What follows belongs to an exercise in optimizing a design on an open flow for small area, a short achievable clock period and few clock cycles; a production flow would make more cautious choices. RTL that was checked went through simulation tests only; none was proved equivalent to the original. The RTL of run 1 was laid out without a check of its function. Power and IR drop assume default switching activity.

==> design.v <==
module simple_cpu (
    input clk,
    input rst_n,
    input instr_valid,
    input [15:0] instr,
    output instr_ready,
    input [7:0] mem_rdata,
    input mem_ready,
    output reg mem_req,
    output reg mem_we,
    output [7:0] mem_addr,
    output [7:0] mem_wdata,
    output reg done,
    output reg [3:0] flags   
);
  reg [7:0] regfile[0:7];
  reg x_alu;   
  reg x_fix;   
  reg [2:0] x_rd;
  reg [2:0] x_rs;
  reg [3:0] x_imm;
  reg c_add, c_sub, c_and, c_or, c_xor, c_shl, c_shr;
  reg [7:0] opa;   
  reg [7:0] opb;   
  reg a_c4;   
  integer i;
  wire x_ld = mem_req & ~mem_we;
  wire mwait = mem_req & ~mem_ready;
  wire stall = x_fix | mwait;
  assign instr_ready = ~stall;
  wire accept = instr_valid & ~stall;
  assign mem_wdata = opa;
  assign mem_addr = {opb[7:4] + {3'b000, a_c4}, opb[3:0]};
  wire [8:0] sum9 = {opa, 1'b1} + {opb ^ {8{c_sub}}, c_sub};
  wire [7:0] sum = sum9[8:1];
  wire [7:0] shl = opa << opb[2:0];
  wire [7:0] shr = opa >> opb[2:0];
  wire [7:0] alu_res = ({8{c_add}} & sum) | ({8{c_and}} & (opa & opb)) |
                       ({8{c_or}} & (opa | opb)) | ({8{c_xor}} & (opa ^ opb)) |
                       ({8{c_shl}} & shl) | ({8{c_shr}} & shr);
  wire [7:0] wr_val = alu_res | ({8{x_ld}} & mem_rdata);
  wire wr_en = x_alu | (x_ld & mem_ready);
  wire [3:0] i_op = instr[15:12];
  wire [2:0] i_rd = instr[11:9];
  wire [2:0] i_rs = instr[7:5];
  wire [3:0] i_imm = instr[3:0];
  wire i_alu = (i_op >= 4'h1) && (i_op <= 4'h8);
  wire i_mem = (i_op == 4'h9) || (i_op == 4'hA);
  wire i_immop = (i_op == 4'h6) || (i_op == 4'h7) || (i_op == 4'h8);
  wire [2:0] ra = x_fix ? x_rd : i_rd;
  wire [2:0] rb = x_fix ? x_rs : i_rs;
  wire [3:0] ri = x_fix ? x_imm : i_imm;
  wire b_mem = x_fix | i_mem;
  wire [7:0] ra_oh = 8'b1 << ra;
  wire [7:0] rb_oh = 8'b1 << rb;
  reg [7:0] rf_a, rf_b;
  always @(*) begin
    rf_a = 8'h00;
    rf_b = 8'h00;
    for (i = 0; i < 8; i = i + 1) begin
      rf_a = rf_a | ({8{ra_oh[i]}} & regfile[i]);
      rf_b = rf_b | ({8{rb_oh[i]}} & regfile[i]);
    end
  end
  wire [3:0] lp = rf_b[3:0] ^ ri;
  wire [3:0] lg = rf_b[3:0] & ri;
  wire lc1 = lg[0];
  wire lc2 = lg[1] | (lp[1] & lg[0]);
  wire lc3 = lg[2] | (lp[2] & lg[1]) | (lp[2] & lp[1] & lg[0]);
  wire lc4 = lg[3] | (lp[3] & lg[2]) | (lp[3] & lp[2] & lg[1]) | (lp[3] & lp[2] & lp[1] & lg[0]);
  wire [4:0] lo = {lc4, lp[3] ^ lc3, lp[2] ^ lc2, lp[1] ^ lc1, lp[0]};
  wire fwd_a = wr_en && (x_rd == i_rd) && !x_fix;
  wire fwd_b = wr_en && (x_rd == i_rs) && !i_immop && !b_mem;
  wire [7:0] opb_rf = b_mem ? {rf_b[7:4], lo[3:0]} : (i_immop ? {4'h0, i_imm} : rf_b);
  always @(posedge clk) begin
    c_add <= accept & ((i_op == 4'h1) || (i_op == 4'h2) || (i_op == 4'h6));
    c_sub <= accept & (i_op == 4'h2);
    c_and <= accept & (i_op == 4'h3);
    c_or  <= accept & (i_op == 4'h4);
    c_xor <= accept & (i_op == 4'h5);
    c_shl <= accept & (i_op == 4'h7) & !i_imm[3];
    c_shr <= accept & (i_op == 4'h8) & !i_imm[3];
    opa <= ({8{mwait}} & opa) | ({8{~mwait & fwd_a}} & wr_val) | ({8{~mwait & ~fwd_a}} & rf_a);
    opb <= ({8{mwait}} & opb) | ({8{~mwait & fwd_b}} & wr_val) | ({8{~mwait & ~fwd_b}} & opb_rf);
    a_c4 <= (mwait & a_c4) | (~mwait & lo[4]);
    if (!stall) begin
      x_rd  <= i_rd;
      x_rs  <= i_rs;
      x_imm <= i_imm;
      mem_we <= (i_op == 4'hA);
    end
  end
  always @(posedge clk or negedge rst_n) begin
    if (!rst_n) begin
      x_alu <= 1'b0;
      x_fix <= 1'b0;
      mem_req <= 1'b0;
      done <= 1'b0;
      flags <= 4'b0;
      for (i = 0; i < 8; i = i + 1) regfile[i] <= 8'h0;
    end else begin
      x_alu <= accept & i_alu;
      if (x_fix) begin
        x_fix <= 1'b0;
        mem_req <= 1'b1;
      end else if (!mwait) begin
        x_fix <= accept & i_mem & wr_en & (x_rd == i_rs);
        mem_req <= accept & i_mem & ~(wr_en & (x_rd == i_rs));
      end
      if (accept && i_op == 4'hF) done <= 1'b1;
      if (wr_en) regfile[x_rd] <= wr_val;
      if (x_alu) begin
        flags[3] <= (alu_res == 8'h0);
        flags[2] <= alu_res[7];
      end
    end
  end
endmodule
==> run.sh <==
#!/bin/bash
# synth_recipe.tcl (not shown) runs the flow's synth.tcl, then flattens the netlist and writes it again
# the make line also repeats each setting of config.mk as NAME=value (left out here)
make -C /OpenROAD-flow-scripts/flow DESIGN_CONFIG=/design/flow/config.mk WORK_HOME=/design/flow/orfs CLKGATE_MAP_FILE= SYNTH_SCRIPT=/design/flow/synth_recipe.tcl finish
==> config.mk <==
export PLATFORM = sky130hd
export DESIGN_NAME = simple_cpu
export DESIGN_NICKNAME = simple_cpu
export VERILOG_FILES = /design/flow/design.v
export SDC_FILE = /design/flow/constraint.sdc
export NUM_CORES = 4
export LEC_CHECK = 0
export ABC_AREA = 1
export CAP_MARGIN = 20
export CORE_MARGIN = 2
export CORE_UTILIZATION = 40
export SETUP_SLACK_MARGIN = 2.45
export SLEW_MARGIN = 20
==> constraint.sdc <==
create_clock -name core_clock -period 5.0 [get_ports {clk}]
set_input_delay 1.0000 -clock core_clock [delete_from_list [all_inputs] [get_ports {clk}]]
set_output_delay 1.0000 -clock core_clock [all_outputs]
set_load 0.01 [all_outputs]
==> flow_metrics.env, run 1 <==
export IMPL_grt_ovfl_total=0
export IMPL_rsz0062_at_grt="yes"
export IMPL_seqCellArea_mm2=0.00259
export IMPL_post_route_period_util_pct=53.8
export IMPL_gp_congestion=0.972
export IMPL_critical_path_arrival_ps=2950
export IMPL_yosys_area_top_type="dfrtp_1"
export IMPL_cp_common_cell="nand2_1"
export IMPL_tns_ps=0
export IMPL_synthArstFlopShare_pct=66.7
export IMPL_n_antenna_cell=0
export IMPL_crit_cells=18
export IMPL_start_util_pct=40.7
export IMPL_synth_top_area_share_pct=25.1
export IMPL_dieWidth_um=136
export IMPL_dieArea_mm2=0.0185
export IMPL_dp_hpwl_um=15400
export IMPL_synth_edf_count=12
export IMPL_areaGrowthSynthToFinish_pct=25.8
export IMPL_setup_viol=0
export IMPL_crit_fanout=6
export IMPL_fmax_mhz=371
export IMPL_critical_path_top_delay_family="simple AND/OR/NAND/NOR gates"
export IMPL_grt_max_degree=71
export IMPL_ys_warn_count=2
export IMPL_crit_end="opb[3]"
export IMPL_core_mm2=0.0172
export IMPL_drt_iter0_drc=705
export IMPL_holdWs_ps=467
export IMPL_use_met3_pct=5.67
export IMPL_cts_buffers=9
export IMPL_crit_path_cell_trace="buf_12, inv_12, o21ai_4, buf_12, buf_6, nor3_4, buf_4, buf_6, nand2_1, o21ai_1, nor2_1, nand2_1, ha_4, or2_4, a21oi_2, nor3_2, nand2_1, nand2_1"
export IMPL_cp_startpoint="instr[6]"
export IMPL_die_h_um=136
export IMPL_port_buffers=47
export IMPL_dr_total_vias=7059
export IMPL_rr_worst_depth=16
export IMPL_path_clk_slew_ps=80
export IMPL_finClkSkew_ps=10.5
export IMPL_final_hold_viol_count=0
export IMPL_cts_tree="built"
export IMPL_drt_wl_total_um=23000
export IMPL_synth_seq_area_share_pct=36.8
export IMPL_top_usage_layer="met2"
export IMPL_clockBufferDepth=2
export IMPL_p_leak_nw=4.10
export IMPL_syn_inst=1011
export IMPL_io_pins=52
export IMPL_clock_sinks=105
export IMPL_setup_slack_ps=2310
export IMPL_ant_nets=0
export IMPL_ys_ff_latch=105
export IMPL_root_buffer="clkbuf_16"
export IMPL_rrSetupSlack_ps=2380
export IMPL_track_usage_pct=25.0
export IMPL_via_per_inst=5.31
export IMPL_slew_violations=0
export IMPL_crit_required_ps=5260
export IMPL_worst_pin_slew_ps=940
export IMPL_synth_area_mm2=0.00698
export IMPL_drive_gt1_share_pct=17.0
export IMPL_post_place_ws_ps=1130
export IMPL_ir_drop_mv=0.237
export IMPL_p_per_area_mw_per_mm2=380
export IMPL_r2r_end="opb[3]"
export IMPL_multi_input_area_mm2=0.00411
export IMPL_crit_type="input port to register"
export IMPL_row_count=48
export IMPL_worstHoldPathType="register to register"
export IMPL_num_nets_final=1160
export IMPL_grt_pass1_wl_um=35100
export IMPL_post_route_drc_count=0
export IMPL_synth_cell_types=46
export IMPL_h_tree_depth=3
export IMPL_critical_path_slowest_cell="nor3_4"
export IMPL_first_pass_iters=5
export IMPL_relSlewSlack_pct=37.3
export IMPL_ys_flop_type="dfrtp_1"
export IMPL_antenna_found_initial=0
export IMPL_clk_latency_ps=370
export IMPL_outcome="timing/DRC/antenna clean"
export IMPL_grt_pass1_vias=6346
export IMPL_avgSynthCellArea_um2=6.91
export IMPL_cp_slowest_stage_delay_ps=250
export IMPL_netlist_top_cells_area="dfrtp_1, nand2_1, dfxtp_1"
export IMPL_fin_crit_ps=2690
export IMPL_grt_util_met2_pct=37.7
export IMPL_worstReg2RegStart="x_fix"
export IMPL_hold_buffers=0
export IMPL_cp_start_kind="input port"
export IMPL_met1_usage_pct=35.7
export IMPL_cp_num_buf_inv=6
export IMPL_maxCapViolCount=0
export IMPL_fill_cells=1713
export IMPL_wl_per_cell_um=17.3
export IMPL_worstSetupEndpointType="register"
-- synth_stat cells (3+ instances only) --
master,n
a21oi_1,13
a22oi_1,4
a31oi_1,3
buf_2,14
buf_4,8
clkbuf_1,4
dfrtp_1,70
dfxtp_1,23
edfxtp_1,12
ha_1,31
inv_1,119
inv_2,14
nand2_1,320
nand3_1,78
nand3_2,8
nand4_1,9
nor2_1,92
nor2_2,10
nor3_1,8
o21ai_0,74
o21ai_1,14
o21ai_2,4
o21ai_4,3
o22ai_1,41
xor2_1,8
-- state kept, by name, indices dropped and copies added, names as in the netlist, 2 cells and up, named ones only --
| name | cells |
|---|---|
| x_rd | 3 |
| x_imm | 4 |
| x_rs | 3 |
| regfile | 64 |
| flags | 2 |
| opa | 8 |
| opb | 8 |
-- cells by family after synthesis --
family / count (synthesis) / synth area share [%]
other cells: 1 / 0.0537
xor+xnor: 10 / 1.25
simple gates: 537 / 32.7
buf+inv: 162 / 9.53
flops: 105 / 36.8
fa+ha+maj: 32 / 5.84
compound gates: 164 / 13.8
-- metrics by stage --
stage | instance area (um^2) | power [mW] | std cells | utilization (%)
after floorplan | 7060 | 2.13 | 1012 | -
after global placement | 7660 | 2.54 | 1259 | 44.6
after detailed placement | 7660 | 2.55 | 1259 | 44.6
after CTS | 8520 | 3.30 | 1318 | 49.6
after global routing | 8790 | 3.58 | 1330 | 51.2
final | 8790 | 3.34 | 1330 | 51.2
-- how the worst min path moves through the flow --
stage | from | to | slack (ps) | cells after the start
4_1_cts | done | done | 470 | 1
5_1_grt | done | done | 510 | 1
3_5_place_dp | done | done | 460 | 1
6_report | done | done | 470 | 1
2_1_floorplan | regfile[4][0] | regfile[4][0] | 460 | 2
3_3_place_gp | done | done | 460 | 1
-- area by class of cell --
| cell class | count | area share, % |
|---|---|---|
| flip-flops and latches | 105 | 29.5 |
| inverters | 135 | 6.22 |
| multi-input cells | 745 | 46.7 |
| repair buffers | 104 | 11.2 |
| well taps | 225 | 3.20 |
| clock inverters | 6 | 0.598 |
| clock buffers | 10 | 2.61 |
-- worst register-to-register path, delay by kind of cell (launching register included) --
family / cells / cell delay, ps
compound gates: 3 / 440
fa+ha+maj: 1 / 230
buf+inv: 4 / 570
flops: 1 / 530
simple gates: 8 / 760
-- metal layers --
layer	up-vias	wire length, um
met3	43	1790
met4	0	562
met2	302	10100
li1	3458	-
met1	3256	10500
met5	-	0
-- cell usage in the layout (no fill, tap or decap), drive strengths merged, types with 2 or more instances in the layout --
cell type	count
a21oi	13
xor2	8
dlymetal6s2s	3
nor2	103
o21ai	95
o22ai	41
nand3b	2
o21a	2
buf	64
clkbuf	12
a22oi	4
nand2	321
xnor2	2
clkinv	3
ha	31
dfrtp	70
nand3	86
clkdlybuf4s50	34
a31oi	3
dfxtp	23
or2	2
nor3	10
conb	2
clkinvlp	4
edfxtp	12
nand4	10
nor4	2
inv	134
-- repair_timing --
item | 4_1_cts | 5_1_grt
setup endpoints to repair | 81 | 41
cloned | 1 | 0
pin swaps | 29 | 26
setup buffers | 42 | 12
gates resized for setup | 93 | 50
-- where the power goes --
part           internal, mW  total [mW]  switching [mW]  leakage, nW
Combinational         0.513        1.31           0.796         2.77
Sequential             1.11        1.34           0.223         1.20
Clock                 0.345       0.696           0.351        0.131
Total                  1.97        3.34            1.37         4.10
==> inputs of run 2 (changes only) <==
--- a/design.v
+++ b/design.v
@@ -19,3 +19,2 @@
   reg [2:0] x_rd;
-  reg [2:0] x_rs;
   reg [3:0] x_imm;
@@ -49,6 +48,5 @@
   wire i_immop = (i_op == 4'h6) || (i_op == 4'h7) || (i_op == 4'h8);
-  wire [2:0] ra = x_fix ? x_rd : i_rd;
-  wire [2:0] rb = x_fix ? x_rs : i_rs;
-  wire [3:0] ri = x_fix ? x_imm : i_imm;
-  wire b_mem = x_fix | i_mem;
+  wire [2:0] ra = i_rd;
+  wire [2:0] rb = i_rs;
+  wire [3:0] ri = i_imm;
   wire [7:0] ra_oh = 8'b1 << ra;
@@ -71,5 +69,7 @@
   wire [4:0] lo = {lc4, lp[3] ^ lc3, lp[2] ^ lc2, lp[1] ^ lc1, lp[0]};
-  wire fwd_a = wr_en && (x_rd == i_rd) && !x_fix;
-  wire fwd_b = wr_en && (x_rd == i_rs) && !i_immop && !b_mem;
-  wire [7:0] opb_rf = b_mem ? {rf_b[7:4], lo[3:0]} : (i_immop ? {4'h0, i_imm} : rf_b);
+  wire [4:0] lo_fix = {1'b0, opb[3:0]} + {1'b0, x_imm};
+  wire fwd_a = wr_en && (x_rd == i_rd);
+  wire hz_b = wr_en && (x_rd == i_rs);   
+  wire fwd_b = hz_b && !i_immop;
+  wire [7:0] opb_rf = i_mem ? {rf_b[7:4], lo[3:0]} : (i_immop ? {4'h0, i_imm} : rf_b);
   always @(posedge clk) begin
@@ -82,8 +82,8 @@
     c_shr <= accept & (i_op == 4'h8) & !i_imm[3];
-    opa <= ({8{mwait}} & opa) | ({8{~mwait & fwd_a}} & wr_val) | ({8{~mwait & ~fwd_a}} & rf_a);
-    opb <= ({8{mwait}} & opb) | ({8{~mwait & fwd_b}} & wr_val) | ({8{~mwait & ~fwd_b}} & opb_rf);
-    a_c4 <= (mwait & a_c4) | (~mwait & lo[4]);
+    opa <= ({8{stall}} & opa) | ({8{~stall & fwd_a}} & wr_val) | ({8{~stall & ~fwd_a}} & rf_a);
+    opb <= ({8{mwait}} & opb) | ({8{x_fix}} & {opb[7:4], lo_fix[3:0]}) |
+           ({8{~stall & fwd_b}} & wr_val) | ({8{~stall & ~fwd_b}} & opb_rf);
+    a_c4 <= (mwait & a_c4) | (x_fix & lo_fix[4]) | (~stall & lo[4]);
     if (!stall) begin
       x_rd  <= i_rd;
-      x_rs  <= i_rs;
       x_imm <= i_imm;
@@ -106,4 +106,4 @@
       end else if (!mwait) begin
-        x_fix <= accept & i_mem & wr_en & (x_rd == i_rs);
-        mem_req <= accept & i_mem & ~(wr_en & (x_rd == i_rs));
+        x_fix <= accept & i_mem & hz_b;
+        mem_req <= accept & i_mem & ~hz_b;
       end
==> flow/run.sh (new file) <==
#!/bin/bash
# Standard layout, with plain buf_1 cells as the port buffers.
set -euo pipefail
bash standard.sh "BUFFER_PORTS_ARGS=-buffer_cell sky130_fd_sc_hd__buf_1" finish > make_finish.log 2>&1
==> standard.sh (new file) <==
#!/bin/bash
# synth_recipe.tcl (not shown) runs the flow's synth.tcl, then flattens the netlist and writes it again
# the make line also repeats each setting of config.mk as NAME=value (left out here)
make -C /OpenROAD-flow-scripts/flow DESIGN_CONFIG=/design/flow/config.mk WORK_HOME=/design/flow/orfs CLKGATE_MAP_FILE= SYNTH_SCRIPT=/design/flow/synth_recipe.tcl "${@:-finish}"
removed: run.sh
==> run 2 against run 1 <==
Compared with the run above:
- setup slack improved by 190 ps
- via count decreased by 6.1%
- power decreased by 0.54%
- largest power group is now combinational cells
- maximum frequency increased by 7.6%
- register-to-register slack improved by 190 ps
- worst hold slack got worse by 3.5 ps
- area after synthesis decreased by 0.34%
- utilization decreased by 4.9 points
- non-clock buffer count decreased by 34
- critical path depth decreased by 3
==> flow_metrics.env, run 2 <==
export IMPL_drt_wl_total_um=21700
export IMPL_antenna_found_initial=0
export IMPL_core_mm2=0.0172
export IMPL_tns_ps=0
export IMPL_ys_warn_count=2
export IMPL_largest_reg_flops=64
export IMPL_port_buffers=47
export IMPL_crit_path_cell_trace="buf_12, clkinvlp_4, nand3_4, o22ai_2, nor2_1, nand2_2, ha_4, buf_4, nand2_1, nand2_1, a21o_1, and2_4, o21ai_2, o2111ai_2, nand2_1"
export IMPL_synthArstFlopShare_pct=68.6
export IMPL_wl_per_cell_um=17.5
export IMPL_cp_slowest_stage_delay_ps=180
export IMPL_outcome="timing/DRC/antenna clean"
export IMPL_crit_required_ps=5300
export IMPL_top_usage_layer="met1"
export IMPL_root_buffer="clkbuf_16"
export IMPL_ys_flop_type="dfrtp_1"
export IMPL_critical_path_arrival_ps=2810
export IMPL_synth_edf_count=8
export IMPL_p_leak_nw=3.68
export IMPL_synth_seq_area_share_pct=35.5
export IMPL_h_tree_depth=3
export IMPL_seqCellArea_mm2=0.00248
export IMPL_worstSetupEndpointType="register"
export IMPL_crit_fanout=5
export IMPL_fin_cells=1242
export IMPL_post_route_drc_count=0
export IMPL_relSlewSlack_pct=36.5
export IMPL_fmax_mhz=400
export IMPL_clock_sinks=102
export IMPL_slew_violations=0
export IMPL_via_per_inst=5.34
export IMPL_start_util_pct=40.5
export IMPL_critical_path_slowest_cell="clkinvlp_4"
export IMPL_clk_latency_ps=350
export IMPL_crit_type="input port to register"
export IMPL_fin_crit_ps=2500
export IMPL_yosys_area_top_type="dfrtp_1"
export IMPL_grt_ovfl_total=0
export IMPL_final_common_cell="nand2_1"
export IMPL_dieWidth_um=136
export IMPL_path_clk_slew_ps=70
export IMPL_syn_inst=959
export IMPL_grt_util_met2_pct=34.8
export IMPL_use_met3_pct=5.22
export IMPL_fill_cells=1804
export IMPL_met1_usage_pct=34.9
export IMPL_maxCapViolCount=0
export IMPL_synth_area_mm2=0.00696
export IMPL_drt_iter0_drc=524
export IMPL_final_cell_mix="nand2_1, inv_1, nor2_1"
export IMPL_multi_input_area_mm2=0.00394
export IMPL_p_per_area_mw_per_mm2=418
export IMPL_dieArea_mm2=0.0185
export IMPL_yosysMostFrequentCell="nand2_1"
export IMPL_setup_viol=0
export IMPL_cts_buffers=9
export IMPL_ys_ff_latch=102
export IMPL_ant_nets=0
export IMPL_dr_total_vias=6629
export IMPL_rsz0062_at_grt="yes"
export IMPL_netlist_top_cells_area="dfrtp_1, nand2_1, inv_1"
export IMPL_grt_pass1_wl_um=33600
export IMPL_ir_drop_mv=0.199
export IMPL_worstHoldPathType="register to register"
export IMPL_track_usage_pct=24.0
export IMPL_areaGrowthSynthToFinish_pct=14.2
export IMPL_cts_tree="built"
export IMPL_cp_start_kind="input port"
export IMPL_final_util_pct=46.3
export IMPL_dpl_cell_count=1205
export IMPL_reg_top3="regfile x64, opa x8, opb x8"
export IMPL_drive_gt1_share_pct=13.6
export IMPL_die_h_um=136
export IMPL_dp_hpwl_um=15500
export IMPL_top_register="regfile"
export IMPL_cp_num_buf_inv=3
export IMPL_cp_common_cell="nand2_1"
export IMPL_grt_pass1_vias=6050
export IMPL_clockBufferDepth=2
export IMPL_critical_path_top_delay_family="simple AND/OR/NAND/NOR gates"
export IMPL_gp_congestion=0.948
export IMPL_avgSynthCellArea_um2=7.26
export IMPL_synth_cell_types=52
export IMPL_grt_max_degree=71
export IMPL_synthTopCellsByCount="nand2_1, inv_1, nor2_1"
export IMPL_post_route_period_util_pct=50.1
export IMPL_row_count=48
export IMPL_synth_top_area_share_pct=25.2
export IMPL_first_pass_iters=5
export IMPL_final_hold_viol_count=0
export IMPL_worst_pin_slew_ps=953
export IMPL_finClkSkew_ps=7.25
export IMPL_io_pins=52
export IMPL_num_nets_final=1078
export IMPL_n_antenna_cell=0
run 2: path summary, 6_finish.rpt:
path,startpoint,slack [ps],end,cells past startpoint
hold reg to reg,done,460,done,1
max in group asynchronous,rst_n,3590,regfile[4][5],1
setup reg to reg,c_sub,2570,opa[6],10
setup / recovery,instr[7],2500,opb[3],15
min in group asynchronous,rst_n,800,regfile[0][0],1
hold / removal,done,460,done,1
run 2: layer usage:
layer,wire [um],up-vias
li1,-,3252
met1,10400,3097
met2,9210,230
met3,1420,50
met4,697,0
met5,0,-
run 2: cells by family (layout without fill, tap and decap cells):
logic type / Yosys count / count (layout) / share of synthesized area, %
XOR/XNOR: 12 / 12 / 1.51
AO/OA/AOI/OAI: 197 / 197 / 16.3
flip-flops: 102 / 102 / 35.5
other: 1 / 2 / 0.0539
adder cells (fa/ha/maj): 38 / 38 / 7.05
buffers and inverters: 175 / 232 / 10.9
AND/OR/NAND/NOR: 434 / 434 / 28.7
run 2: cell type report:
| class | instances | share of cell area [%] |
|---|---|---|
| Clock buffer | 11 | 2.93 |
| Inverter | 146 | 7.04 |
| Tap cell | 225 | 3.54 |
| Multi-Input combinational cell | 683 | 49.6 |
| Sequential cell | 102 | 31.2 |
| Timing Repair Buffer | 70 | 4.94 |
| Clock inverter | 5 | 0.756 |
run 2: worst reg2reg max path: cells and delay by family (launching register included):
kind | cells | cell delay [ps]
adders and majority gates | 1 | 350
and+or+nand+nor | 5 | 640
xor gates and xnor gates | 1 | 310
AOI/OAI and AO/OA | 3 | 490
DFF | 1 | 520
run 2: metrics by stage:
stage | area (um^2) | power, mW | setup WS (ps) | hold WS [ps]
after floorplan | 7040 | 2.18 | 2340 | 446
after global placement | 7300 | 2.52 | 1590 | 447
after detailed placement | 7300 | 2.54 | 1570 | 452
after CTS | 7790 | 3.29 | 2400 | 468
after global routing | 7950 | 3.57 | 2370 | 496
final | 7950 | 3.32 | 2500 | 464
run 2: timing repair:
| item | in CTS | in global routing |
|---|---|---|
| resized for setup | 25 | 26 |
| setup buffers | 16 | 5 |
| setup endpoints to repair | 36 | 18 |
| pin swaps | 8 | 17 |
| hold buffers | 0 | 0 |
run 2: power by group:
part	switching, mW	internal (mW)
registers	0.189	1.08
logic	0.874	0.467
clock network	0.326	0.390
total	1.39	1.94
Testbench counts of run 2, summed over its fixed seeds: cycles 4,970.
==> inputs of run 3 (changes only) <==
==> run.sh (new file) <==
#!/bin/bash
# synth_recipe.tcl (not shown) runs the flow's synth.tcl, then flattens the netlist and writes it again
# the make line also repeats each setting of config.mk as NAME=value (left out here)
make -C /OpenROAD-flow-scripts/flow DESIGN_CONFIG=/design/flow/config.mk WORK_HOME=/design/flow/orfs CLKGATE_MAP_FILE= SYNTH_SCRIPT=/design/flow/synth_recipe.tcl finish
removed: flow/run.sh
removed: standard.sh
==> run 3 against run 2 <==
Compared with the run above:
- still clean
- clock power is 4.2% lower
- count of clock-buffer cells in the layout fell by 1
- utilization increased by 1.2 points
- first-iteration DRC count up 19%
- die area stayed put
- largest power group unchanged
- highest routed layer unchanged
==> flow_metrics.env, run 3 <==
export IMPL_p_leak_nw=3.79
export IMPL_port_buffers=47
export IMPL_grt_pass1_wl_um=33300
export IMPL_p_per_area_mw_per_mm2=410
export IMPL_synth_edf_count=8
export IMPL_first_pass_iters=5
export IMPL_root_buffer="clkbuf_16"
export IMPL_ys_flop_type="dfrtp_1"
export IMPL_fill_cells=1754
export IMPL_cts_tree="built"
export IMPL_ys_warn_count=2
export IMPL_synth_top_area_share_pct=25.2
export IMPL_gp_congestion=0.916
export IMPL_relSlewSlack_pct=44.1
export IMPL_cp_slowest_stage_delay_ps=610
export IMPL_yosysMostFrequentCell="nand2_1"
export IMPL_synth_top_family_by_area="simple AND/OR/NAND/NOR gates"
export IMPL_grt_max_degree=39
export IMPL_rrSetupSlack_ps=2660
export IMPL_synth_compound_area_share_pct=16.3
export IMPL_critical_path_arrival_ps=1520
export IMPL_maxCapViolCount=0
export IMPL_h_tree_depth=3
export IMPL_start_util_pct=40.5
export IMPL_critical_path_slowest_cell="clkdlybuf4s50_1"
export IMPL_ys_ff_latch=102
export IMPL_slew_violations=0
export IMPL_cp_start_kind="register"
export IMPL_clk_latency_ps=360
export IMPL_yosys_area_top_type="dfrtp_1"
export IMPL_antenna_found_initial=0
export IMPL_crit_fanout=7
export IMPL_drt_iter0_drc=625
export IMPL_final_hold_viol_count=0
export IMPL_fin_crit_ps=2520
export IMPL_core_mm2=0.0172
export IMPL_syn_inst=959
export IMPL_tns_ps=0
export IMPL_design_area_mm2=0.00815
export IMPL_dp_hpwl_um=15500
export IMPL_ant_nets=0
export IMPL_synthArstFlopShare_pct=68.6
export IMPL_final_cell_mix="nand2_1, inv_1, nor2_1"
export IMPL_hold_depth=1
export IMPL_worstReg2RegStart="opb[0]"
export IMPL_hold_start="done"
export IMPL_synth_fa_ha_area_share_pct=7.05
export IMPL_path_clk_slew_ps=70
export IMPL_row_count=48
export IMPL_synthTopCellsByCount="nand2_1, inv_1, nor2_1"
export IMPL_min_to="done"
export IMPL_dr_total_vias=6599
export IMPL_clockBufferDepth=2
export IMPL_synth_mux_area_share_pct=0
export IMPL_crit_type="register to output pin"
export IMPL_drt_wl_total_um=21600
export IMPL_drive_gt1_share_pct=14.2
export IMPL_io_pins=52
export IMPL_areaGrowthSynthToFinish_pct=17.1
export IMPL_cp_startpoint="opa[0]"
export IMPL_reg_top3="regfile x64, opa x8, opb x8"
export IMPL_rr_worst_depth=13
export IMPL_grt_ovfl_total=0
export IMPL_synth_xor_area_share_pct=1.51
export IMPL_grt_pass1_vias=5976
export IMPL_num_nets_final=1073
export IMPL_via_per_inst=5.33
export IMPL_crit_required_ps=4000
export IMPL_synth_cell_types=52
export IMPL_dieWidth_um=136
export IMPL_setup_viol=0
export IMPL_synth_area_mm2=0.00696
export IMPL_ir_drop_mv=0.169
export IMPL_post_route_period_util_pct=50.4
export IMPL_worstSetupEndpointType="output pin"
export IMPL_rsz0062_at_grt="yes"
export IMPL_top_register="regfile"
export IMPL_largest_reg_flops=64
export IMPL_post_route_drc_count=0
export IMPL_dieArea_mm2=0.0185
export IMPL_synth_simple_area_share_pct=28.7
export IMPL_crit_path_cell_trace="clkdlybuf4s50_1"
export IMPL_placed_area_mm2=0.00759
export IMPL_avgSynthCellArea_um2=7.26
export IMPL_outcome="timing/DRC/antenna clean"
export IMPL_die_h_um=136
export IMPL_n_antenna_cell=0
export IMPL_clock_sinks=102
export IMPL_cts_buffers=9
export IMPL_worstHoldPathType="register to register"
export IMPL_worst_pin_slew_ps=839
export IMPL_cp_num_buf_inv=1
export IMPL_r2r_end="opb[2]"
export IMPL_finClkSkew_ps=9.43
export IMPL_netlist_top_cells_area="dfrtp_1, nand2_1, inv_1"
export IMPL_final_common_cell="nand2_1"
export IMPL_synth_seq_area_share_pct=35.5
export IMPL_fmax_mhz=397
export IMPL_track_usage_pct=23.8
export IMPL_p_total_mw=3.34
export IMPL_critical_path_top_delay_family="buffers and inverters"
export IMPL_wl_per_cell_um=17.5
## run 3: changes by cell type in the layout (fill, tap and decap cells not counted), sizes merged
cell and change:
bufinv -1, dlymetal6s2s +2, clkbuf -1, dlygate4sd2 +4, inv +4, clkdlybuf4s15 +1, clkinv -1, clkdlybuf4s50 +34
buf -46, clkinvlp -1
## run 3: stage by stage
stage	setup slack [ps]	util, %	hold WS [ps]	cells
after global routing	2350	47.5	495	1237
after CTS	2390	46.4	480	1223
after floorplan	2340	-	446	960
after detailed placement	1210	44.2	462	1206
final	2480	47.5	474	1237
after global placement	1230	44.2	451	1206
## run 3: worst max-delay path by stage
stage,slack (ps),depth (start not counted),end
detailed placement,1210,13,opb[2]
global route,2350,13,opb[2]
CTS,2390,13,opb[2]
floorplan,2340,13,opb[2]
finish,2480,1,mem_wdata[0]
global placement,1230,13,opb[2]
## run 3: report_power, final
group	switching (mW)	internal, mW
combinational	0.867	0.524
clock	0.343	0.343
sequential	0.183	1.08
## run 3: cell type report
class | instances | area [um^2] | area share (%)
Inverter | 146 | 558 | 6.85
Sequential cell | 102 | 2480 | 30.5
Clock buffer | 10 | 229 | 2.81
Tap cell | 225 | 282 | 3.45
Timing Repair Buffer | 65 | 611 | 7.49
Multi-Input combinational cell | 683 | 3940 | 48.4
Clock inverter | 6 | 45.0 | 0.553
## run 3: what timing repair did
action,4_1_cts,5_1_grt
buffers inserted,1,14
pin swaps,2,9
hold buffers,0,0
gates resized for setup,59,25
endpoints found under the setup margin,47,38
## run 3: metal layers
metal	vias to the layer above	global-route usage [%]	share of wire, %
met2	262	35.7	44
met1	3048	34.8	47
met3	39	3.99	6.4
met4	0	7.87	2.4
li1	3250	-	-
met5	-	0	0
## run 3: cells by family (layout without fill, tap and decap cells)
family | after synthesis | after routing
and+or+nand+nor | 434 | 434
xor gates and xnor gates | 12 | 12
other | 1 | 2
buffers and inverters | 175 | 227
adders and majority gates | 38 | 38
AOI/OAI and AO/OA | 197 | 197
DFF | 102 | 102
==> inputs of run 4 (changes only) <==
--- a/design.v
+++ b/design.v
@@ -20,3 +20,3 @@
   reg [3:0] x_imm;
-  reg c_add, c_sub, c_and, c_or, c_xor, c_shl, c_shr;
+  reg c_add, c_sub, c_g, c_p, c_shl, c_shr;
   reg [7:0] opa;   
@@ -32,8 +32,37 @@
   assign mem_addr = {opb[7:4] + {3'b000, a_c4}, opb[3:0]};
-  wire [8:0] sum9 = {opa, 1'b1} + {opb ^ {8{c_sub}}, c_sub};
-  wire [7:0] sum = sum9[8:1];
+  wire [7:0] bx = opb ^ {8{c_sub}};
+  wire [7:0] p = opa ^ bx;
+  wire [7:0] g = opa & bx;
+  wire [7:0] g1, p1, g2, p2, g3, p3;
+  genvar k;
+  generate
+    for (k = 0; k < 8; k = k + 1) begin : pfx
+      if (k % 2 == 1) begin : l1a
+        assign g1[k] = g[k] | (p[k] & g[k-1]);
+        assign p1[k] = p[k] & p[k-1];
+      end else begin : l1b
+        assign g1[k] = g[k];
+        assign p1[k] = p[k];
+      end
+      if (k % 4 >= 2) begin : l2a
+        assign g2[k] = g1[k] | (p1[k] & g1[(k/4)*4+1]);
+        assign p2[k] = p1[k] & p1[(k/4)*4+1];
+      end else begin : l2b
+        assign g2[k] = g1[k];
+        assign p2[k] = p1[k];
+      end
+      if (k >= 4) begin : l3a
+        assign g3[k] = g2[k] | (p2[k] & g2[3]);
+        assign p3[k] = p2[k] & p2[3];
+      end else begin : l3b
+        assign g3[k] = g2[k];
+        assign p3[k] = p2[k];
+      end
+    end
+  endgenerate
+  wire [7:0] cy = {g3[6:0] | (p3[6:0] & {7{c_sub}}), c_sub};
+  wire [7:0] sum = p ^ cy;
   wire [7:0] shl = opa << opb[2:0];
   wire [7:0] shr = opa >> opb[2:0];
-  wire [7:0] alu_res = ({8{c_add}} & sum) | ({8{c_and}} & (opa & opb)) |
-                       ({8{c_or}} & (opa | opb)) | ({8{c_xor}} & (opa ^ opb)) |
+  wire [7:0] alu_res = ({8{c_add}} & sum) | ({8{c_g}} & g) | ({8{c_p}} & p) |
                        ({8{c_shl}} & shl) | ({8{c_shr}} & shr);
@@ -77,5 +106,4 @@
     c_sub <= accept & (i_op == 4'h2);
-    c_and <= accept & (i_op == 4'h3);
-    c_or  <= accept & (i_op == 4'h4);
-    c_xor <= accept & (i_op == 4'h5);
+    c_g   <= accept & ((i_op == 4'h3) || (i_op == 4'h4));   
+    c_p   <= accept & ((i_op == 4'h4) || (i_op == 4'h5));   
     c_shl <= accept & (i_op == 4'h7) & !i_imm[3];
==> flow/run.sh (new file) <==
#!/bin/bash
# Standard layout, with plain buf_1 cells as the port buffers.
set -euo pipefail
bash standard.sh "BUFFER_PORTS_ARGS=-buffer_cell sky130_fd_sc_hd__buf_1" finish > make_finish.log 2>&1
==> standard.sh (new file) <==
#!/bin/bash
# synth_recipe.tcl (not shown) runs the flow's synth.tcl, then flattens the netlist and writes it again
# the make line also repeats each setting of config.mk as NAME=value (left out here)
make -C /OpenROAD-flow-scripts/flow DESIGN_CONFIG=/design/flow/config.mk WORK_HOME=/design/flow/orfs CLKGATE_MAP_FILE= SYNTH_SCRIPT=/design/flow/synth_recipe.tcl "${@:-finish}"
--- a/config.mk
+++ b/config.mk
@@ -11,3 +11,3 @@
 export CORE_UTILIZATION = 40
-export SETUP_SLACK_MARGIN = 2.45
+export SETUP_SLACK_MARGIN = 2.7
 export SLEW_MARGIN = 20
removed: run.sh
==> run 4 against run 3 <==
Compared with the run above:
- critical path type is now input port to register
- still clean on timing, DRC and antenna
- via count fell by 2.7%
- die area down 5.6%
- highest routed layer unchanged
- final cell count is 3.6% lower
- largest cell class unchanged
- maximum frequency decreased by 3.9%
- first-iteration DRC count is 0.48% lower
==> flow_metrics.env, run 4 <==
export IMPL_outcome="timing/DRC/antenna clean"
export IMPL_rsz0062_at_grt="yes"
export IMPL_num_nets_final=1022
export IMPL_finClkSkew_ps=10.8
export IMPL_synth_mux_area_share_pct=0
export IMPL_synth_compound_area_share_pct=15.1
export IMPL_worstReg2RegStart="opb[2]"
export IMPL_ys_ff_latch=101
export IMPL_grt_ovfl_total=0
export IMPL_ir_drop_mv=0.228
export IMPL_h_tree_depth=3
export IMPL_dp_hpwl_um=15200
export IMPL_final_cell_mix="nand2_1, inv_1, nor2_1"
export IMPL_setup_viol=0
export IMPL_first_pass_iters=5
export IMPL_io_pins=52
export IMPL_drt_wl_total_um=21500
export IMPL_clock_sinks=101
export IMPL_r2r_end="regfile[0][7]"
export IMPL_synth_simple_area_share_pct=30.5
export IMPL_root_buffer="clkbuf_16"
export IMPL_ys_flop_type="dfrtp_1"
export IMPL_drive_gt1_share_pct=13.4
export IMPL_seqCellArea_mm2=0.00247
export IMPL_hold_buffers=0
export IMPL_synthTopCellsByCount="nand2_1, inv_1, nor2_1"
export IMPL_crit_fanout=7
export IMPL_yosys_area_top_type="dfrtp_1"
export IMPL_worst_pin_slew_ps=950
export IMPL_crit_cells=14
export IMPL_p_per_area_mw_per_mm2=421
export IMPL_critical_path_arrival_ps=2870
export IMPL_synthArstFlopShare_pct=69.3
export IMPL_cp_slowest_stage_delay_ps=330
export IMPL_final_util_pct=47.5
export IMPL_grt_max_degree=71
export IMPL_wl_per_cell_um=18.0
export IMPL_fin_crit_ps=2620
export IMPL_post_route_drc_count=0
export IMPL_worstSetupEndpointType="register"
export IMPL_track_usage_pct=24.5
export IMPL_top_register="regfile"
export IMPL_maxCapViolCount=0
export IMPL_yosysMostFrequentCell="nand2_1"
export IMPL_core_mm2=0.0159
export IMPL_dieWidth_um=132
export IMPL_rrSetupSlack_ps=2620
export IMPL_critical_path_slowest_cell="fa_2"
export IMPL_rr_worst_depth=12
export IMPL_crit_path_cell_trace="buf_12, nor2_2, nand2_2, o22ai_2, nor3_1, nand4_1, ha_2, inv_2, fa_2, xnor2_1, o22ai_1, nor2_1, o21ai_1, nand2_1"
export IMPL_final_common_cell="nand2_1"
export IMPL_synth_cell_types=54
export IMPL_dr_total_vias=6423
export IMPL_antenna_found_initial=0
export IMPL_via_per_inst=5.39
export IMPL_cts_buffers=9
export IMPL_drt_iter0_drc=622
export IMPL_cp_num_buf_inv=2
export IMPL_die_h_um=132
export IMPL_n_antenna_cell=0
export IMPL_cts_tree="built"
export IMPL_synth_seq_area_share_pct=37.4
export IMPL_synth_area_mm2=0.00656
export IMPL_critical_path_top_delay_family="simple AND/OR/NAND/NOR gates"
export IMPL_final_hold_viol_count=0
export IMPL_crit_end="opb[2]"
export IMPL_ant_nets=0
export IMPL_synth_fa_ha_area_share_pct=4.43
export IMPL_ys_warn_count=2
export IMPL_row_count=46
export IMPL_netlist_top_cells_area="dfrtp_1, nand2_1, inv_1"
export IMPL_p_leak_nw=3.48
export IMPL_post_route_period_util_pct=52.5
export IMPL_clk_latency_ps=360
export IMPL_largest_reg_flops=64
export IMPL_cp_start_kind="input port"
export IMPL_port_buffers=47
export IMPL_gp_congestion=0.922
export IMPL_synth_edf_count=8
export IMPL_slew_violations=0
export IMPL_synth_top_area_share_pct=26.7
export IMPL_fill_cells=1625
export IMPL_reg_top3="regfile x64, opa x8, opb x8"
export IMPL_crit_required_ps=5250
export IMPL_cp_startpoint="instr[5]"
export IMPL_crit_type="input port to register"
export IMPL_fmax_mhz=381
export IMPL_grt_pass1_wl_um=32900
export IMPL_synth_top_family_by_area="simple AND/OR/NAND/NOR gates"
export IMPL_start_util_pct=41.1
export IMPL_clockBufferDepth=2
export IMPL_synth_xor_area_share_pct=2.00
export IMPL_relSlewSlack_pct=36.7
export IMPL_avgSynthCellArea_um2=7.16
export IMPL_worstHoldPathType="register to register"
export IMPL_syn_inst=916
export IMPL_grt_pass1_vias=5874
export IMPL_multi_input_area_mm2=0.00357
export IMPL_tns_ps=0
export IMPL_areaGrowthSynthToFinish_pct=15.4
export IMPL_dieArea_mm2=0.0174
export IMPL_path_clk_slew_ps=70
## run 4: per-stage QoR
stage | hold WS [ps] | setup WS [ps] | instance area, um^2 | cells | total power, mW
6_report | 486 | 2380 | 7570 | 1192 | 3.18
5_1_grt | 520 | 2310 | 7570 | 1192 | 3.39
4_1_cts | 483 | 2410 | 7480 | 1186 | 3.16
3_5_place_dp | 467 | 1510 | 6860 | 1153 | 2.39
3_3_place_gp | 460 | 1560 | 6860 | 1153 | 2.38
2_1_floorplan | 446 | 2270 | 6620 | 917 | 2.04
## run 4: logic make-up after synthesis
logic type | Yosys count
xor+xnor | 15
other cells | 1
simple gates | 446
buf+inv | 161
fa+ha+maj | 22
flops | 101
compound gates | 170
## run 4: cell type report
| cell class | count | area share, % |
|---|---|---|
| Sequential cell | 101 | 32.6 |
| Timing Repair Buffer | 70 | 5.77 |
| Timing Repair inverter | 1 | 0.0661 |
| Tap cell | 216 | 3.57 |
| Clock buffer | 12 | 3.39 |
| Multi-Input combinational cell | 655 | 47.2 |
| Inverter | 134 | 6.86 |
| Clock inverter | 3 | 0.595 |
## run 4: layer usage
layer	GRT usage (%)	up-vias	part of all wire (%)
li1	-	3100	-
met1	34.3	3015	45
met2	37.0	256	44
met3	5.19	52	7.3
met4	9.96	0	3.3
met5	0	-	0
## run 4: where the power goes
part           switching [mW]  internal (mW)
clock                   0.312          0.413
combinational           0.776          0.409
sequential              0.206           1.07
total                    1.29           1.89
## run 4: how the worst min path moves through the flow
stage                  startpoint            end  slack (ps)  cells past startpoint
finish                      x_alu       flags[2]         490                      1
global route        regfile[0][5]  regfile[0][5]         520                      2
CTS                          done           done         480                      1
detailed placement           done           done         470                      1
floorplan                    a_c4           a_c4         450                      2
global placement             done           done         460                      1
## run 4: what timing repair did
action / in CTS / in global routing
setup buffers: 17 / 6
setup endpoints to repair: 89 / 85
pin swaps: 15 / 12
resized for setup: 50 / 13
cloned: 1 / 0
## run 4: worst reg2reg max path: cells and delay by family (launching register included)
| kind | cells | cell delay, ps |
|---|---|---|
| DFF | 1 | 580 |
| AOI/OAI and AO/OA | 1 | 90 |
| adders and majority gates | 1 | 290 |
| and+or+nand+nor | 8 | 1030 |
| buffers and inverters | 1 | 50 |
| xor gates and xnor gates | 1 | 200 |
Testbench counts of run 4, summed over its fixed seeds: cycles 4,970.
==> inputs of run 5 (changes only) <==
--- a/config.mk
+++ b/config.mk
@@ -11,3 +11,3 @@
 export CORE_UTILIZATION = 40
-export SETUP_SLACK_MARGIN = 2.7
+export SETUP_SLACK_MARGIN = 2.5
 export SLEW_MARGIN = 20
==> run 5 against run 4 <==
Compared with the run above:
- area after synthesis unchanged
- maximum frequency increased by 2.8%
- register-to-register slack worse by 80 ps
- count of clock-buffer cells in the layout fell by 1
- non-clock buffer count is 13 lower
- utilization fell by 0.95 points
- critical path depth up 1
- sequential share of layout area is 0.55 points higher
- clock power up 2%
- global-route usage grew 0.11 points
- synthesized cell count stayed put
- critical endpoint unchanged
- largest power group unchanged
==> flow_metrics.env, run 5 <==
export IMPL_ys_warn_count=2
export IMPL_areaGrowthSynthToFinish_pct=13.1
export IMPL_grt_ovfl_total=0
export IMPL_grt_pass1_wl_um=33100
export IMPL_avgSynthCellArea_um2=7.16
export IMPL_cp_start_kind="input port"
export IMPL_critical_path_top_delay_family="simple AND/OR/NAND/NOR gates"
export IMPL_num_nets_final=1009
export IMPL_root_buffer="clkbuf_16"
export IMPL_drt_iter0_drc=671
export IMPL_placed_area_mm2=0.00688
export IMPL_final_cell_mix="nand2_1, inv_1, nor2_1"
export IMPL_post_route_drc_count=0
export IMPL_outcome="timing/DRC/antenna clean"
export IMPL_design_area_mm2=0.00742
export IMPL_path_clk_slew_ps=60
export IMPL_critical_path_arrival_ps=2800
export IMPL_synth_seq_area_share_pct=37.4
export IMPL_ys_ff_latch=101
export IMPL_synth_top_area_share_pct=26.7
export IMPL_seqCellArea_mm2=0.00246
export IMPL_rsz0062_at_grt="yes"
export IMPL_die_h_um=132
export IMPL_wl_per_cell_um=17.9
export IMPL_dp_hpwl_um=15200
export IMPL_final_common_cell="nand2_1"
export IMPL_relSlewSlack_pct=33.9
export IMPL_ant_nets=0
export IMPL_synth_fa_ha_area_share_pct=4.43
export IMPL_netlist_top_cells_area="dfrtp_1, nand2_1, inv_1"
export IMPL_synth_mux_area_share_pct=0
export IMPL_syn_inst=916
export IMPL_finClkSkew_ps=11.8
export IMPL_synth_xor_area_share_pct=2.00
export IMPL_clockBufferDepth=2
export IMPL_synth_compound_area_share_pct=15.1
export IMPL_first_pass_iters=6
export IMPL_port_buffers=47
export IMPL_tns_ps=0
export IMPL_maxCapViolCount=0
export IMPL_critical_path_slowest_cell="fa_2"
export IMPL_row_count=46
export IMPL_p_leak_nw=3.41
export IMPL_yosys_area_top_type="dfrtp_1"
export IMPL_p_per_area_mw_per_mm2=426
export IMPL_drt_wl_total_um=21200
export IMPL_synth_area_mm2=0.00656
export IMPL_core_mm2=0.0159
export IMPL_cp_common_cell="inv_2"
export IMPL_ir_drop_mv=0.158
export IMPL_grt_max_degree=71
export IMPL_via_per_inst=5.34
export IMPL_p_total_mw=3.16
export IMPL_reg_top3="regfile x64, opa x8, opb x8"
export IMPL_synth_top_family_by_area="simple AND/OR/NAND/NOR gates"
export IMPL_top_register="regfile"
export IMPL_synthArstFlopShare_pct=69.3
export IMPL_synthTopCellsByCount="nand2_1, inv_1, nor2_1"
export IMPL_post_route_period_util_pct=51.1
export IMPL_cts_tree="built"
export IMPL_clock_sinks=101
export IMPL_crit_path_cell_trace="buf_12, inv_8, nor3_4, inv_2, nor2_2, nor3_1, nand4_1, ha_2, inv_2, fa_2, xnor2_1, o22ai_1, nor2_1, o21ai_1, nand2_1"
export IMPL_holdWs_ps=484
export IMPL_setup_viol=0
export IMPL_start_util_pct=41.1
export IMPL_cp_slowest_stage_delay_ps=330
export IMPL_synth_edf_count=8
export IMPL_crit_type="input port to register"
export IMPL_crit_fanout=5
export IMPL_h_tree_depth=3
export IMPL_worst_pin_slew_ps=986
export IMPL_synth_simple_area_share_pct=30.5
export IMPL_dr_total_vias=6299
export IMPL_track_usage_pct=24.6
export IMPL_fmax_mhz=392
export IMPL_slew_violations=0
export IMPL_largest_reg_flops=64
export IMPL_antenna_found_initial=0
export IMPL_crit_required_ps=5240
export IMPL_drive_gt1_share_pct=11.5
export IMPL_dieWidth_um=132
export IMPL_fill_cells=1644
export IMPL_fin_crit_ps=2550
export IMPL_synth_cell_types=54
export IMPL_grt_pass1_vias=5787
export IMPL_multi_input_area_mm2=0.00353
export IMPL_gp_congestion=0.944
export IMPL_cts_buffers=9
export IMPL_ys_flop_type="dfrtp_1"
export IMPL_clk_latency_ps=360
export IMPL_final_hold_viol_count=0
export IMPL_dieArea_mm2=0.0174
export IMPL_worstHoldPathType="register to register"
export IMPL_n_antenna_cell=0
export IMPL_io_pins=52
export IMPL_cp_num_buf_inv=4
export IMPL_worstSetupEndpointType="register"
export IMPL_yosysMostFrequentCell="nand2_1"
## run 5: power by group
part           total (mW)  switching [mW]  leakage, nW  internal [mW]
logic                1.15           0.764         2.08          0.391
registers            1.26           0.194         1.17           1.07
clock network       0.741           0.325        0.152          0.416
total                3.16            1.28         3.41           1.87
## run 5: layer usage
| layer | track usage [%] | part of all wire (%) | up-vias | wire, um |
|---|---|---|---|---|
| met3 | 5.07 | 8.1 | 38 | 1720 |
| met1 | 36.1 | 46 | 2922 | 9810 |
| met2 | 36.1 | 43 | 255 | 9110 |
| met5 | 0 | 0 | - | 0 |
| li1 | - | - | 3084 | - |
| met4 | 8.21 | 2.5 | 0 | 522 |
## run 5: final cells by class
cell class	count	share of cell area [%]
multi-input cells	655	47.6
flip-flops and latches	101	33.1
inverters	134	7.07
repair buffers	57	4.33
well taps	216	3.64
clock buffers	11	3.41
clock inverters	5	0.776
repair inverters	1	0.0675
## run 5: final timing paths
| path | start | slack (ps) | cells after the start | endpoint |
|---|---|---|---|---|
| max | instr[6] | 2450 | 15 | opb[2] |
| min | done | 480 | 1 | done |
| max reg2reg | opb[1] | 2540 | 12 | regfile[5][5] |
| min reg2reg | done | 480 | 1 | done |
| max in group asynchronous | rst_n | 3590 | 1 | done |
| min in group asynchronous | rst_n | 800 | 1 | regfile[0][5] |
## run 5: metrics by stage
stage	utilization, %	worst slack [ps]	cells
2_1_floorplan	-	2270	917
3_3_place_gp	43.1	1530	1155
3_5_place_dp	43.2	1500	1156
4_1_cts	46.4	2440	1179
5_1_grt	46.5	2330	1180
6_report	46.5	2450	1180
## run 5: kinds of logic after synthesis
group / after synthesis
AOI/OAI and AO/OA: 170
xor gates and xnor gates: 15
adders and majority gates: 22
buffers and inverters: 161
DFF: 101
other: 1
and+or+nand+nor: 446
## run 5: what timing repair did
item / in CTS / in global routing
hold buffers: 0 / 0
setup buffers: 6 / 1
pin swaps: 10 / 6
gates cloned: 1 / 0
resized for setup: 43 / 7
endpoints found under the setup margin: 40 / 44
## run 5: worst reg2reg max path: cells and delay by family (launching register included)
kind,cells,cell delay (ps)
AOI/OAI and AO/OA,1,240
xor gates and xnor gates,1,130
adders and majority gates,1,420
buffers and inverters,1,60
DFF,1,600
and+or+nand+nor,8,920
==> inputs of run 6 (changes only) <==
==> flow/run.sh (replaced) <==
#!/bin/bash
# Standard layout, with plain buf_1 cells as the port buffers, resizing not held
# to each cell's footprint, and downsizing of non-critical cells after repair.
set -euo pipefail
bash standard.sh "BUFFER_PORTS_ARGS=-buffer_cell sky130_fd_sc_hd__buf_1" MATCH_CELL_FOOTPRINT=0 RECOVER_POWER=100 finish > make_finish.log 2>&1
==> run 6 against run 5 <==
Compared with the run above:
- the layout now fails its checks (max-capacitance violations, max-slew violations)
- wire length increased by 0.69%
- final area decreased by 0.22%
- via count increased by 0.38%
- die area unchanged
- synthesized cell count unchanged
- area after synthesis unchanged
- utilization decreased by 0.10 points
- sequential power about the same
- critical path depth decreased by 7
- combinational power about the same
- power about the same
- flip-flop and latch count unchanged
- highest routed layer unchanged
==> flow_metrics.env, run 6 <==
export IMPL_largest_reg_flops=64
export IMPL_grt_max_degree=71
export IMPL_synth_seq_area_share_pct=37.4
export IMPL_synth_top_area_share_pct=26.7
export IMPL_ys_warn_count=2
export IMPL_relSlewSlack_pct=-26.1
export IMPL_final_hold_viol_count=0
export IMPL_clock_sinks=101
export IMPL_synthArstFlopShare_pct=69.3
export IMPL_synth_edf_count=8
export IMPL_drt_iter0_drc=614
export IMPL_setup_viol=0
export IMPL_synth_cell_types=54
export IMPL_drt_wl_total_um=21300
export IMPL_root_buffer="clkbuf_16"
export IMPL_worstSetupEndpointType="register"
export IMPL_hold_start="done"
export IMPL_dieWidth_um=132
export IMPL_cts_buffers=9
export IMPL_syn_inst=916
export IMPL_areaGrowthSynthToFinish_pct=12.9
export IMPL_dp_hpwl_um=15200
export IMPL_ir_drop_mv=0.159
export IMPL_grt_pass1_wl_um=33000
export IMPL_top_register="regfile"
export IMPL_synthTopCellsByCount="nand2_1, inv_1, nor2_1"
export IMPL_avgSynthCellArea_um2=7.16
export IMPL_clockBufferDepth=2
export IMPL_ant_nets=0
export IMPL_p_per_area_mw_per_mm2=426
export IMPL_core_mm2=0.0159
export IMPL_wl_per_cell_um=18.0
export IMPL_worst_pin_slew_ps=1890
export IMPL_h_tree_depth=3
export IMPL_clk_latency_ps=360
export IMPL_final_cell_mix="nand2_1, inv_1, o21ai_0"
export IMPL_outcome="finished with violations"
export IMPL_critical_path_arrival_ps=3400
export IMPL_crit_type="register to register"
export IMPL_post_route_period_util_pct=63.1
export IMPL_ys_ff_latch=101
export IMPL_fill_cells=1657
export IMPL_first_pass_iters=5
export IMPL_worstReg2RegStart="opb[1]"
export IMPL_grt_ovfl_total=0
export IMPL_rsz0062_at_grt="yes"
export IMPL_dieArea_mm2=0.0174
export IMPL_crit_fanout=15
export IMPL_maxCapViolCount=1
export IMPL_fin_crit_ps=3150
export IMPL_slew_violations=71
export IMPL_fmax_mhz=317
export IMPL_post_route_drc_count=0
export IMPL_tns_ps=0
export IMPL_row_count=46
export IMPL_worstHoldPathType="register to register"
export IMPL_gp_congestion=0.944
export IMPL_antenna_found_initial=0
export IMPL_start_util_pct=41.1
export IMPL_grt_pass1_vias=5776
export IMPL_via_per_inst=5.33
export IMPL_cp_startpoint="opb[1]"
export IMPL_path_clk_slew_ps=60
export IMPL_final_common_cell="nand2_1"
export IMPL_yosysMostFrequentCell="nand2_1"
export IMPL_finClkSkew_ps=12.0
export IMPL_ys_flop_type="dfrtp_1"
export IMPL_holdWs_ps=485
export IMPL_p_leak_nw=3.40
export IMPL_crit_required_ps=5250
export IMPL_n_antenna_cell=0
export IMPL_drive_gt1_share_pct=10.2
export IMPL_synth_area_mm2=0.00656
export IMPL_yosys_area_top_type="dfrtp_1"
export IMPL_reg_top3="regfile x64, opa x8, opb x8"
export IMPL_die_h_um=132
export IMPL_port_buffers=47
export IMPL_dr_total_vias=6323
export IMPL_netlist_top_cells_area="dfrtp_1, nand2_1, inv_1"
export IMPL_num_nets_final=1015
export IMPL_cts_tree="built"
export IMPL_check_faults="max-capacitance violations, max-slew violations"
export IMPL_cp_start_kind="register"
export IMPL_track_usage_pct=24.6
export IMPL_io_pins=52
==> run 6: changes by cell type in the layout (fill, tap and decap cells not counted), sizes merged <==
cell,delta
clkbuf,+10
buf,-5
clkinv,+2
inv,-2
clkdlybuf4s25,+1
==> run 6: repair_timing <==
action	in CTS	in global routing
cloned	1	0
hold buffers	0	0
gates resized for setup	50	14
endpoints found under the setup margin	40	44
setup buffers	6	7
pin swaps	10	9
==> run 6: kinds of logic (layout without fill, tap and decap cells) <==
logic type      after synthesis  after routing  synth area share (%)
compound gates              170            170                  15.1
xor+xnor                     15             15                  2.00
fa+ha+maj                    22             22                  4.43
buf+inv                     161            214                  10.5
flops                       101            101                  37.4
other cells                   1              2                0.0572
simple gates                446            446                  30.5
==> run 6: final timing paths <==
path	to	slack, ps	cells after the start
worst max-delay path	opb[2]	1850	8
worst min-delay path	done	480	1
worst max register to register	opb[2]	1850	8
worst min register to register	done	480	1
max in group asynchronous	mem_req	2720	1
min in group asynchronous	regfile[0][5]	1160	1
==> run 6: layout make-up <==
cell class / count / area [um^2] / share of cell area, %
Timing Repair inverter: 1 / 5.00 / 0.0676
Tap cell: 216 / 270 / 3.65
Clock buffer: 11 / 253 / 3.41
Timing Repair Buffer: 63 / 344 / 4.65
Multi-Input combinational cell: 655 / 3500 / 47.3
Sequential cell: 101 / 2450 / 33.1
Inverter: 134 / 522 / 7.05
Clock inverter: 5 / 57.6 / 0.777
==> run 6: worst max-delay path, stage by stage, from the launching register on <==
cell and delay (ps):
dfxtp_1 810, clkinvlp_2 700, or2_2 480, nand3_1 90
nand3_1 80, nor2_1 140, nand2_1 360, a21oi_1 300
nand2_1 70
==> run 6: power by group <==
group	internal [mW]	switching, mW	leakage, nW	total (mW)
clock network	0.416	0.330	0.152	0.746
logic	0.387	0.762	2.08	1.15
registers	1.07	0.195	1.17	1.26
==> run 6: metrics by stage <==
step	util [%]	power [mW]	cell area, um^2	std cells	setup slack [ps]
6_report	46.4	3.16	7400	1186	1850
5_1_grt	46.4	3.37	7400	1186	1660
4_1_cts	46.3	3.15	7380	1179	2440
3_5_place_dp	43.2	2.38	6880	1156	1500
3_3_place_gp	43.1	2.37	6870	1155	1530
2_1_floorplan	-	2.04	6610	917	2270
==> run 6: per-layer routing <==
metal,routed length (um),global-route usage (%),part of all wire [%]
met1,9720,36.4,46
met2,9160,36.1,43
met3,1920,4.73,9.0
met4,509,7.85,2.4
met5,0,0,0
==> inputs of run 7 (changes only) <==
--- a/design.v
+++ b/design.v
@@ -64,6 +64,13 @@
   wire [7:0] sum = p ^ cy;
-  wire [7:0] shl = opa << opb[2:0];
-  wire [7:0] shr = opa >> opb[2:0];
+  wire [2:0] rot = opb[2:0];
+  wire [7:0] r1 = rot[0] ? {opa[6:0], opa[7]} : opa;
+  wire [7:0] r2 = rot[1] ? {r1[5:0], r1[7:6]} : r1;
+  wire [7:0] r3 = rot[2] ? {r2[3:0], r2[7:4]} : r2;
+  reg [7:0] shmask;
+  always @(*) begin
+    for (i = 0; i < 8; i = i + 1)
+      shmask[i] = (c_shl & (i >= rot)) | (c_shr & ((rot == 3'd0) | (i < rot)));
+  end
   wire [7:0] alu_res = ({8{c_add}} & sum) | ({8{c_g}} & g) | ({8{c_p}} & p) |
-                       ({8{c_shl}} & shl) | ({8{c_shr}} & shr);
+                       (shmask & r3);
   wire [7:0] wr_val = alu_res | ({8{x_ld}} & mem_rdata);
@@ -102,3 +109,4 @@
   wire fwd_b = hz_b && !i_immop;
-  wire [7:0] opb_rf = i_mem ? {rf_b[7:4], lo[3:0]} : (i_immop ? {4'h0, i_imm} : rf_b);
+  wire [2:0] i_rot = (i_op == 4'h8) ? 3'd0 - i_imm[2:0] : i_imm[2:0];
+  wire [7:0] opb_rf = i_mem ? {rf_b[7:4], lo[3:0]} : (i_immop ? {4'h0, i_imm[3], i_rot} : rf_b);
   always @(posedge clk) begin
==> flow/run.sh (replaced) <==
#!/bin/bash
# Standard layout, with plain buf_1 cells as the port buffers.
set -euo pipefail
bash standard.sh "BUFFER_PORTS_ARGS=-buffer_cell sky130_fd_sc_hd__buf_1" finish > make_finish.log 2>&1
==> run 7 against run 6 <==
Compared with the run above:
- now clean on timing, DRC and antenna
- die area fell by 2.3%
- sequential share of layout area down 0.11 points
- register-to-register slack gained 750 ps
- first-iteration DRC count is 1.3% higher
- setup slack gained 610 ps
- maximum frequency up 24%
- critical path type is now input port to register
==> flow_metrics.env, run 7 <==
export IMPL_power_share_clock_pct=23.5
export IMPL_cp_slowest_stage_delay_ps=240
export IMPL_num_nets_final=994
export IMPL_post_route_drc_count=0
export IMPL_post_route_period_util_pct=50.8
export IMPL_relSlewSlack_pct=30.3
export IMPL_finClkSkew_ps=9.48
export IMPL_clk_latency_ps=350
export IMPL_outcome="timing/DRC/antenna clean"
export IMPL_clockBufferDepth=2
export IMPL_synth_cell_types=46
export IMPL_yosysMostFrequentCell="nand2_1"
export IMPL_synth_top_family_by_area="simple AND/OR/NAND/NOR gates"
export IMPL_ys_flop_type="dfrtp_1"
export IMPL_maxCapViolCount=0
export IMPL_ys_warn_count=2
export IMPL_fmax_mhz=394
export IMPL_crit_type="input port to register"
export IMPL_crit_required_ps=5280
export IMPL_worstHoldPathType="register to register"
export IMPL_track_usage_pct=24.0
export IMPL_p_sw_mw=1.26
export IMPL_critical_path_top_delay_family="compound AO/OA/AOI/OAI gates"
export IMPL_p_leak_nw=3.43
export IMPL_dr_total_vias=6248
export IMPL_synth_area_mm2=0.00640
export IMPL_ir_drop_mv=0.198
export IMPL_grt_pass1_wl_um=31300
export IMPL_yosys_area_top_type="dfrtp_1"
export IMPL_synthTopCellsByCount="nand2_1, inv_1, o21ai_0"
export IMPL_io_pins=52
export IMPL_n_antenna_cell=0
export IMPL_first_pass_iters=5
export IMPL_critical_path_arrival_ps=2820
export IMPL_largest_reg_flops=64
export IMPL_tns_ps=0
export IMPL_drt_wl_total_um=20200
export IMPL_synthArstFlopShare_pct=69.3
export IMPL_synth_mux_area_share_pct=0
export IMPL_crit_path_cell_trace="buf_12, inv_2, nand3_4, o22ai_1, nor2_1, nand2_2, ha_1, nand2_1, nand2_1, a21o_1, and2_1, o21ai_0, o21ai_1, o21ai_1"
export IMPL_drt_iter0_drc=622
export IMPL_drive_gt1_share_pct=13.0
export IMPL_worst_pin_slew_ps=1040
export IMPL_cts_tree="built"
export IMPL_core_mm2=0.0158
export IMPL_reg_top3="regfile x64, opa x8, opb x8"
export IMPL_root_buffer="clkbuf_16"
export IMPL_hold_buffers=0
export IMPL_areaGrowthSynthToFinish_pct=16.3
export IMPL_synth_xor_area_share_pct=1.91
export IMPL_fill_cells=1594
export IMPL_grt_ovfl_total=0
export IMPL_rsz0062_at_grt="yes"
export IMPL_p_total_mw=3.16
export IMPL_ys_ff_latch=101
export IMPL_syn_inst=895
export IMPL_path_clk_slew_ps=70
export IMPL_die_h_um=131
export IMPL_final_cell_mix="nand2_1, inv_1, dfrtp_1"
export IMPL_synth_seq_area_share_pct=38.3
export IMPL_synth_edf_count=8
export IMPL_fin_crit_ps=2540
export IMPL_h_tree_depth=3
export IMPL_synth_top_area_share_pct=27.3
export IMPL_cp_start_kind="input port"
export IMPL_netSwitchingFraction_pct=39.8
export IMPL_grt_pass1_vias=5743
export IMPL_row_count=46
export IMPL_synth_fa_ha_area_share_pct=4.53
export IMPL_ant_nets=0
export IMPL_antenna_found_initial=0
export IMPL_critical_path_slowest_cell="ha_1"
export IMPL_via_per_inst=5.36
export IMPL_final_hold_viol_count=0
export IMPL_setup_viol=0
export IMPL_cp_num_buf_inv=2
export IMPL_dieArea_mm2=0.0170
export IMPL_cts_buffers=9
export IMPL_synth_simple_area_share_pct=27.5
export IMPL_top_register="regfile"
export IMPL_netlist_top_cells_area="dfrtp_1, nand2_1, inv_1"
export IMPL_seq_power_share_pct=39.4
export IMPL_gp_congestion=0.902
export IMPL_p_per_area_mw_per_mm2=424
export IMPL_start_util_pct=40.6
export IMPL_wl_per_cell_um=17.4
export IMPL_worstSetupEndpointType="register"
export IMPL_crit_fanout=7
export IMPL_dieWidth_um=131
export IMPL_synth_compound_area_share_pct=17.2
export IMPL_slew_violations=0
export IMPL_dp_hpwl_um=14200
export IMPL_port_buffers=47
export IMPL_clock_sinks=101
export IMPL_p_comb_share_pct=37.1
export IMPL_avgSynthCellArea_um2=7.16
export IMPL_p_int_mw=1.90
export IMPL_grt_max_degree=71
export IMPL_final_common_cell="nand2_1"
==> run 7: changes by cell type in the layout (fill, tap and decap cells not counted), moves of 5 or more <==
| cell | before | now |
|---|---|---|
| nor2_1 | 76 | 52 |
| o21ai_1 | 3 | 20 |
| nand2_1 | 246 | 231 |
| o21ai_0 | 79 | 68 |
| buf_4 | 13 | 21 |
| nor2_2 | 3 | 11 |
| clkbuf_1 | 9 | 2 |
| buf_1 | 35 | 41 |
| nand3_1 | 68 | 62 |
| nand3_2 | 0 | 6 |
| o22ai_1 | 47 | 52 |
==> run 7: cell type report <==
| type | count | area (um^2) | area share, % |
|---|---|---|---|
| timing repair buffer | 67 | 377 | 5.06 |
| multi-input combinational | 633 | 3520 | 47.2 |
| clock buffer | 13 | 272 | 3.64 |
| tap | 216 | 270 | 3.63 |
| sequential | 101 | 2460 | 33.0 |
| inverter | 132 | 510 | 6.85 |
| clock inverter | 3 | 41.3 | 0.554 |
==> run 7: stage by stage <==
step | hold slack (ps) | util (%) | setup slack [ps] | cell area, um^2 | std cells
6_report | 485 | 47.2 | 2460 | 7450 | 1165
5_1_grt | 519 | 47.2 | 2370 | 7450 | 1165
3_3_place_gp | 455 | 42.8 | 1480 | 6740 | 1130
2_1_floorplan | 446 | - | 2300 | 6490 | 896
4_1_cts | 482 | 45.7 | 2440 | 7200 | 1151
3_5_place_dp | 467 | 42.8 | 1450 | 6740 | 1130
==> run 7: kinds of logic after synthesis <==
kind of cell    after synthesis
simple gates                405
compound gates              190
buf+inv                     162
flops                       101
fa+ha+maj                    22
xor+xnor                     14
other cells                   1
==> run 7: power by group through the flow <==
| stage | Combinational, mW | Clock (mW) | Sequential [mW] |
|---|---|---|---|
| 4_1_cts | 1.12 | 0.750 | 1.24 |
| 3_3_place_gp | 1.08 | 0 | 1.25 |
| 3_5_place_dp | 1.09 | 0 | 1.25 |
| 5_1_grt | 1.32 | 0.781 | 1.27 |
| 6_report | 1.17 | 0.743 | 1.24 |
| 2_1_floorplan | 0.844 | 0 | 1.18 |
==> run 7: timing repair <==
action                     CTS  global route
setup endpoints to repair   54            57
gates cloned                 0             0
pin swaps                   10            18
gates resized for setup     34            33
buffers inserted             5            14
==> run 7: final timing paths <==
check	slack, ps	from	end	depth (start not counted)
max in group asynchronous	3570	rst_n	mem_req	1
max	2460	instr[6]	opb[3]	14
min in group asynchronous	800	rst_n	regfile[2][6]	1
max reg2reg	2600	c_sub	regfile[5][7]	10
min	490	done	done	2
min reg2reg	490	done	done	2
==> run 7: layer usage <==
| layer | vias up | GRT usage (%) | routed length (um) |
|---|---|---|---|
| met3 | 41 | 4.36 | 1360 |
| met4 | 0 | 6.70 | 387 |
| li1 | 3050 | - | - |
| met5 | - | 0 | 0 |
| met1 | 2911 | 33.5 | 9340 |
| met2 | 246 | 38.4 | 9120 |
==> run 7: worst register-to-register path: stages (launching register included) <==
cell and delay [ps]:
dfxtp_2 520, xor2_1 250, ha_1 290, a21oi_1 300
nand2_2 140, nand2_1 120, nand3b_1 90, nand3_1 190
nand3_4 180, nand2_1 100, o21ai_0 80
Testbench counts of run 7, summed over its fixed seeds: cycles 4,970.

[re-timing with driven ports]
The flow's constraints put no driver on any port. The routed layouts listed below were extracted and timed again, unchanged, in two steps. Step 1: set_driving_cell puts a clkbuf_16 on clk and a buf_2 on each other input, an assumption about the parent block. Step 2, shift: input delay + t, output delay - t, t = (earliest + latest rising clock arrival at the registers) / 2. This alone moves slack from input paths to output paths. Slacks: no drivers / after step 1 / after step 2; pairs: no drivers / after step 1.
run	t, ns	slack for setup (ns)
run 1	0.403	2.308 / 2.302 / 1.899
run 2	0.393	2.497 / 2.476 / 2.083
run 3	0.407	2.480 / 2.432 / 2.093
run 4	0.395	2.377 / 2.371 / 1.976
run 5	0.398	2.447 / 2.427 / 2.029
run 6	0.397	1.847 / 1.847 / 1.500
run 7	0.380	2.460 / 2.449 / 2.069
